Background: an optimization exercise with open tools, aiming at small area. Do not read the settings as production practice. Only simulation tests tie the RTL to the original design; equivalence was not proved. Power and IR drop assume default switching activity.

## ahb_pwm
module ahb_pwm(
    input              I_ahb_clk,
    input              I_rst,
    input   [1:0]      I_ahb_htrans,
    input              I_ahb_hwrite,
    input   [31:0]     I_ahb_haddr,
    input   [2:0]      I_ahb_hsize,
    input   [2:0]      I_ahb_hburst,
    input   [3:0]      I_ahb_hprot,
    input              I_ahb_hmastlock,
    input   [31:0]     I_ahb_hwdata,
    output  reg [31:0] O_ahb_hrdata,
    output  wire[1:0]  O_ahb_hresp,
    output  wire       O_ahb_hready,
    output  [7:0]      pwmo
);
clock: 5.0 ns
lec_check: 0
cap_margin: 20
core_margin: 2
core_utilization: 75
gpl_timing_driven: 0
place_density: 0.85
slew_margin: 20
synth_hierarchical: 1
standard.sh (not shown) runs the stock make flow with config.mk's settings and CLKGATE_MAP_FILE= SYNTH_SCRIPT=/design/flow/synth_recipe.tcl, a recipe that flattens the netlist after the stock synthesis.
==> flow/flow/run.sh <==
#!/bin/bash
# Layout flow: the standard ORFS flow (standard.sh, unchanged synthesis),
# with two changes to how the layout is made:
#  - ports are buffered with sky130_fd_sc_hd__buf_1 instead of the default
#    port buffer cell;
#  - clock tree synthesis uses clkbuf_8 leaf clusters and no dummy loads.
# All tool output goes to flow.log in this folder; ORFS keeps each step's
# log under orfs/logs/.
set -euo pipefail
bash standard.sh \
  "BUFFER_PORTS_ARGS=-buffer_cell sky130_fd_sc_hd__buf_1" \
  "CTS_ARGS=-sink_clustering_enable -repair_clock_nets -dont_use_dummy_load -buf_list sky130_fd_sc_hd__clkbuf_8 -sink_clustering_size 16 -sink_clustering_max_diameter 60" \
  finish > flow.log 2>&1
Next try:
--- a/flow/flow/run.sh
+++ b/flow/flow/run.sh
@@ -10,4 +10,4 @@
 bash standard.sh \
   "BUFFER_PORTS_ARGS=-buffer_cell sky130_fd_sc_hd__buf_1" \
-  "CTS_ARGS=-sink_clustering_enable -repair_clock_nets -dont_use_dummy_load -buf_list sky130_fd_sc_hd__clkbuf_8 -sink_clustering_size 16 -sink_clustering_max_diameter 60" \
+  "CTS_ARGS=-sink_clustering_enable -repair_clock_nets -dont_use_dummy_load -buf_list {sky130_fd_sc_hd__clkbuf_4 sky130_fd_sc_hd__clkbuf_8} -sink_clustering_size 12 -sink_clustering_max_diameter 45" \
   finish > flow.log 2>&1
- CORE_UTILIZATION: 75 -> 70
- CTS_BUF_LIST: default -> sky130_fd_sc_hd__clkbuf_8
- CTS_CLUSTER_DIAMETER: default -> 60
- CTS_CLUSTER_SIZE: default -> 16
- PLACE_DENSITY: 0.85 -> 0.8
=>
- The new run finished with timing, DRC and antenna clean
- critical path depth decreases by 1
- clock-buffer cell count increases by 14
- first-iteration DRC count decreases by about a fifth
- cell count increases slightly
- wire length decreases by a few percent
- die area increases by a few percent
Next try:
--- a/flow/flow/run.sh
+++ b/flow/flow/run.sh
@@ -10,4 +10,4 @@
 bash standard.sh \
   "BUFFER_PORTS_ARGS=-buffer_cell sky130_fd_sc_hd__buf_1" \
-  "CTS_ARGS=-sink_clustering_enable -repair_clock_nets -dont_use_dummy_load -buf_list {sky130_fd_sc_hd__clkbuf_4 sky130_fd_sc_hd__clkbuf_8} -sink_clustering_size 12 -sink_clustering_max_diameter 45" \
+  "CTS_ARGS=-sink_clustering_enable -repair_clock_nets -dont_use_dummy_load -buf_list sky130_fd_sc_hd__clkbuf_8 -sink_clustering_size 18 -sink_clustering_max_diameter 60" \
   finish > flow.log 2>&1
The changed run went through all stages and came out clean.
Count of clock-buffer cells in the layout falls by 18.
Cell count falls slightly.
Core utilization falls by 0.75 points.
Setup slack got worse by 12 ps.
Maximum frequency is about the same.
Routed wire length falls slightly.
Area after synthesis is unchanged.
Power falls by a few percent.
Next try:
--- a/flow/flow/run.sh
+++ b/flow/flow/run.sh
@@ -10,4 +10,4 @@
 bash standard.sh \
   "BUFFER_PORTS_ARGS=-buffer_cell sky130_fd_sc_hd__buf_1" \
-  "CTS_ARGS=-sink_clustering_enable -repair_clock_nets -dont_use_dummy_load -buf_list sky130_fd_sc_hd__clkbuf_8 -sink_clustering_size 18 -sink_clustering_max_diameter 60" \
+  "CTS_ARGS=-sink_clustering_enable -repair_clock_nets -dont_use_dummy_load -buf_list sky130_fd_sc_hd__clkbuf_8 -sink_clustering_size 16 -sink_clustering_max_diameter 60" \
   finish > flow.log 2>&1
Result:
- power came out higher by about 0.9%
- routed wire length is about the same
- final cell count hardly moves
- area after synthesis is unchanged
Next try:
- CORE_UTILIZATION: 70 -> 65
- CTS_BUF_LIST: sky130_fd_sc_hd__clkbuf_8 -> default
- CTS_CLUSTER_DIAMETER: 60 -> default
- CTS_CLUSTER_SIZE: 16 -> default
- PLACE_DENSITY: 0.8 -> 0.75
=> Via count went down by 2.6%; clock skew went up by 14 ps; sequential share of layout area falls by 0.20 points; cell area increases by 0.48%; synthesized cell count is unchanged; first-iteration DRC count falls by 5.0%.

---

## sierra
ahb_pwm, a different RTL version from the one above (not shown whole).
Size: roughly 2600 cells after synthesis, ~530 flip-flops, roughly 120 I/O pins, ~24000 um^2 of cells after synthesis.
export LEC_CHECK = 0
export CAP_MARGIN = 20
export CORE_MARGIN = 2
export CORE_UTILIZATION = 60
export CTS_BUF_LIST = sky130_fd_sc_hd__clkbuf_8
export CTS_CLUSTER_DIAMETER = 60
export CTS_CLUSTER_SIZE = 16
export PLACE_DENSITY = 0.7
export SLEW_MARGIN = 20
export SYNTH_HIERARCHICAL = 1
create_clock -name core_clock -period 5.0 [get_ports {I_ahb_clk}]
==> flow/flow/run.sh <==
#!/bin/bash
# Layout flow: the standard ORFS flow (standard.sh, unchanged synthesis),
# with three changes to how the layout is made:
#  - ports are buffered with sky130_fd_sc_hd__buf_1 instead of the default
#    port buffer cell;
#  - clock tree synthesis uses clkbuf_8 leaf clusters and no dummy loads;
#  - after global routing, cells on paths with positive slack are downsized
#    (ORFS RECOVER_POWER).
# All tool output goes to flow.log in this folder; ORFS keeps each step's
# log under orfs/logs/.
set -euo pipefail
bash standard.sh \
  "BUFFER_PORTS_ARGS=-buffer_cell sky130_fd_sc_hd__buf_1" \
  "CTS_ARGS=-sink_clustering_enable -repair_clock_nets -dont_use_dummy_load -buf_list sky130_fd_sc_hd__clkbuf_8 -sink_clustering_size 16 -sink_clustering_max_diameter 60" \
  "RECOVER_POWER=100" \
  finish > flow.log 2>&1
Final checks on sierra, whose flow otherwise completed, came back failing, citing max-capacitance violations, max-slew violations.
Modified inputs, onyx compared to sierra
==> flow/run.sh (new file) <==
#!/bin/bash
# synth_recipe.tcl (not shown) runs the flow's synth.tcl, then flattens the netlist and writes it again
# the make line also repeats each setting of config.mk as NAME=value (left out here)
make -C /OpenROAD-flow-scripts/flow DESIGN_CONFIG=/design/flow/config.mk WORK_HOME=/design/flow/orfs CLKGATE_MAP_FILE= SYNTH_SCRIPT=/design/flow/synth_recipe.tcl finish
removed: flow/flow/run.sh
removed: flow/standard.sh
--- outcome ---
onyx finished every stage and its layout cleared the timing, DRC and antenna checks. Looking only at fraction of area in registers, and setting everything else aside, the higher value of sierra and onyx goes to sierra. Per the comparison of onyx with sierra, switching component of the power went up by 6.8%; clock network latency to the later pin of the worst-skew pair was more or less identical; relative contribution of the clock network to total power went up by 3.6 points; switching power as a share of total power was more or less identical. Via count was higher in the run labelled onyx. Diff onyx..sierra | number of nets in the finished design | negligible. Between onyx and sierra, it is onyx whose routed length on met1 is lower, by 0.43%.
## Diff of input files: pepper against onyx
==> flow/flow/run.sh (new file) <==
#!/bin/bash
# Layout flow: the standard ORFS flow (standard.sh, unchanged synthesis),
# with two changes to how the layout is made:
#  - ports are buffered with sky130_fd_sc_hd__buf_1 instead of the default
#    port buffer cell;
#  - clock tree synthesis uses clkbuf_8 leaf clusters and no dummy loads.
# All tool output goes to flow.log in this folder; ORFS keeps each step's
# log under orfs/logs/.
set -euo pipefail
bash standard.sh \
  "BUFFER_PORTS_ARGS=-buffer_cell sky130_fd_sc_hd__buf_1" \
  "CTS_ARGS=-sink_clustering_enable -repair_clock_nets -dont_use_dummy_load -buf_list sky130_fd_sc_hd__clkbuf_8 -sink_clustering_size 16 -sink_clustering_max_diameter 60" \
  finish > flow.log 2>&1
==> flow/standard.sh (new file) <==
#!/bin/bash
# synth_recipe.tcl (not shown) runs the flow's synth.tcl, then flattens the netlist and writes it again
# the make line also repeats each setting of config.mk as NAME=value (left out here)
make -C /OpenROAD-flow-scripts/flow DESIGN_CONFIG=/design/flow/config.mk WORK_HOME=/design/flow/orfs CLKGATE_MAP_FILE= SYNTH_SCRIPT=/design/flow/synth_recipe.tcl "${@:-finish}"
removed: flow/run.sh
==> comparison <==
pepper completed; timing, DRC and antenna clean. Delta (pepper minus onyx): maximum frequency now larger, fill cell instance count of the final layout now larger, proportion of register bits with asynchronous set or reset after synthesis comparable.
Inputs modified between pepper and harbor:
- changing PLACE_DENSITY from 0.7 to 0.8
- setting GPL_TIMING_DRIVEN to 0 for the first time
- changing CORE_UTILIZATION from 60 to 70
--- a/flow/flow/run.sh
+++ b/flow/flow/run.sh
@@ -6 +6 @@
-#  - clock tree synthesis uses clkbuf_8 leaf clusters and no dummy loads.
+#  - clock tree synthesis uses clkbuf_4 leaf clusters and no dummy loads.
@@ -12 +12 @@
-  "CTS_ARGS=-sink_clustering_enable -repair_clock_nets -dont_use_dummy_load -buf_list sky130_fd_sc_hd__clkbuf_8 -sink_clustering_size 16 -sink_clustering_max_diameter 60" \
+  "CTS_ARGS=-sink_clustering_enable -repair_clock_nets -dont_use_dummy_load -buf_list sky130_fd_sc_hd__clkbuf_4 -sink_clustering_size 10 -sink_clustering_max_diameter 40" \
Findings:
- Re maximum frequency: pepper was higher than harbor.
- harbor against pepper: H-tree depth increased by 1 relative to the old numbers; data required time of the critical path saw an increase; clock period minus final worst setup slack shows an increase of 0.14 ns.
- On layout overhead on the synthesized area, the higher figure sits with pepper, not harbor.
- Between pepper and harbor, the starting density of the core is higher for harbor.

## port drivers added, routing unchanged
No port has a modelled driver above. Below, the same layouts with a new extraction and two added sets of constraints. Step 1, drivers: a clkbuf_16 drives I_ahb_clk and a buf_2 each remaining input, both assumed. Step 2 also shifts input and output timing later by t, the mid clock arrival at the registers, as if the neighbouring blocks saw the same clock. Three values: ideal, step 1, step 2; two values: the first two.
run | shift t [ns] | slack for setup (ns) | worst setup path after step 2
the first run of note 1 | 0.627 | 0.418 / 0.418 / 0.418 | register to register
the second run of note 1 | 0.700 | 0.630 / 0.630 / 0.054 | input to register
the third run of note 1 | 0.651 | 0.618 / 0.618 / 0.057 | input to register
the fourth run of note 1 | 0.652 | 0.655 / 0.656 / 0.021 | input to register
the fifth run of note 1 | 0.679 | 0.688 / 0.688 / 0.688 | register to register
sierra | 0.686 | 0.205 / 0.237 / -0.450 | input to register
onyx | 0.702 | 0.804 / 0.804 / 0.804 | register to register
pepper | 0.683 | 0.830 / 0.830 / 0.795 | input to register
harbor | 0.807 | 0.694 / 0.694 / 0.375 | input to register
For sierra, which loses most, drivers alone change the setup slack by +0.032 ns; drivers and shift together by -0.655 ns.
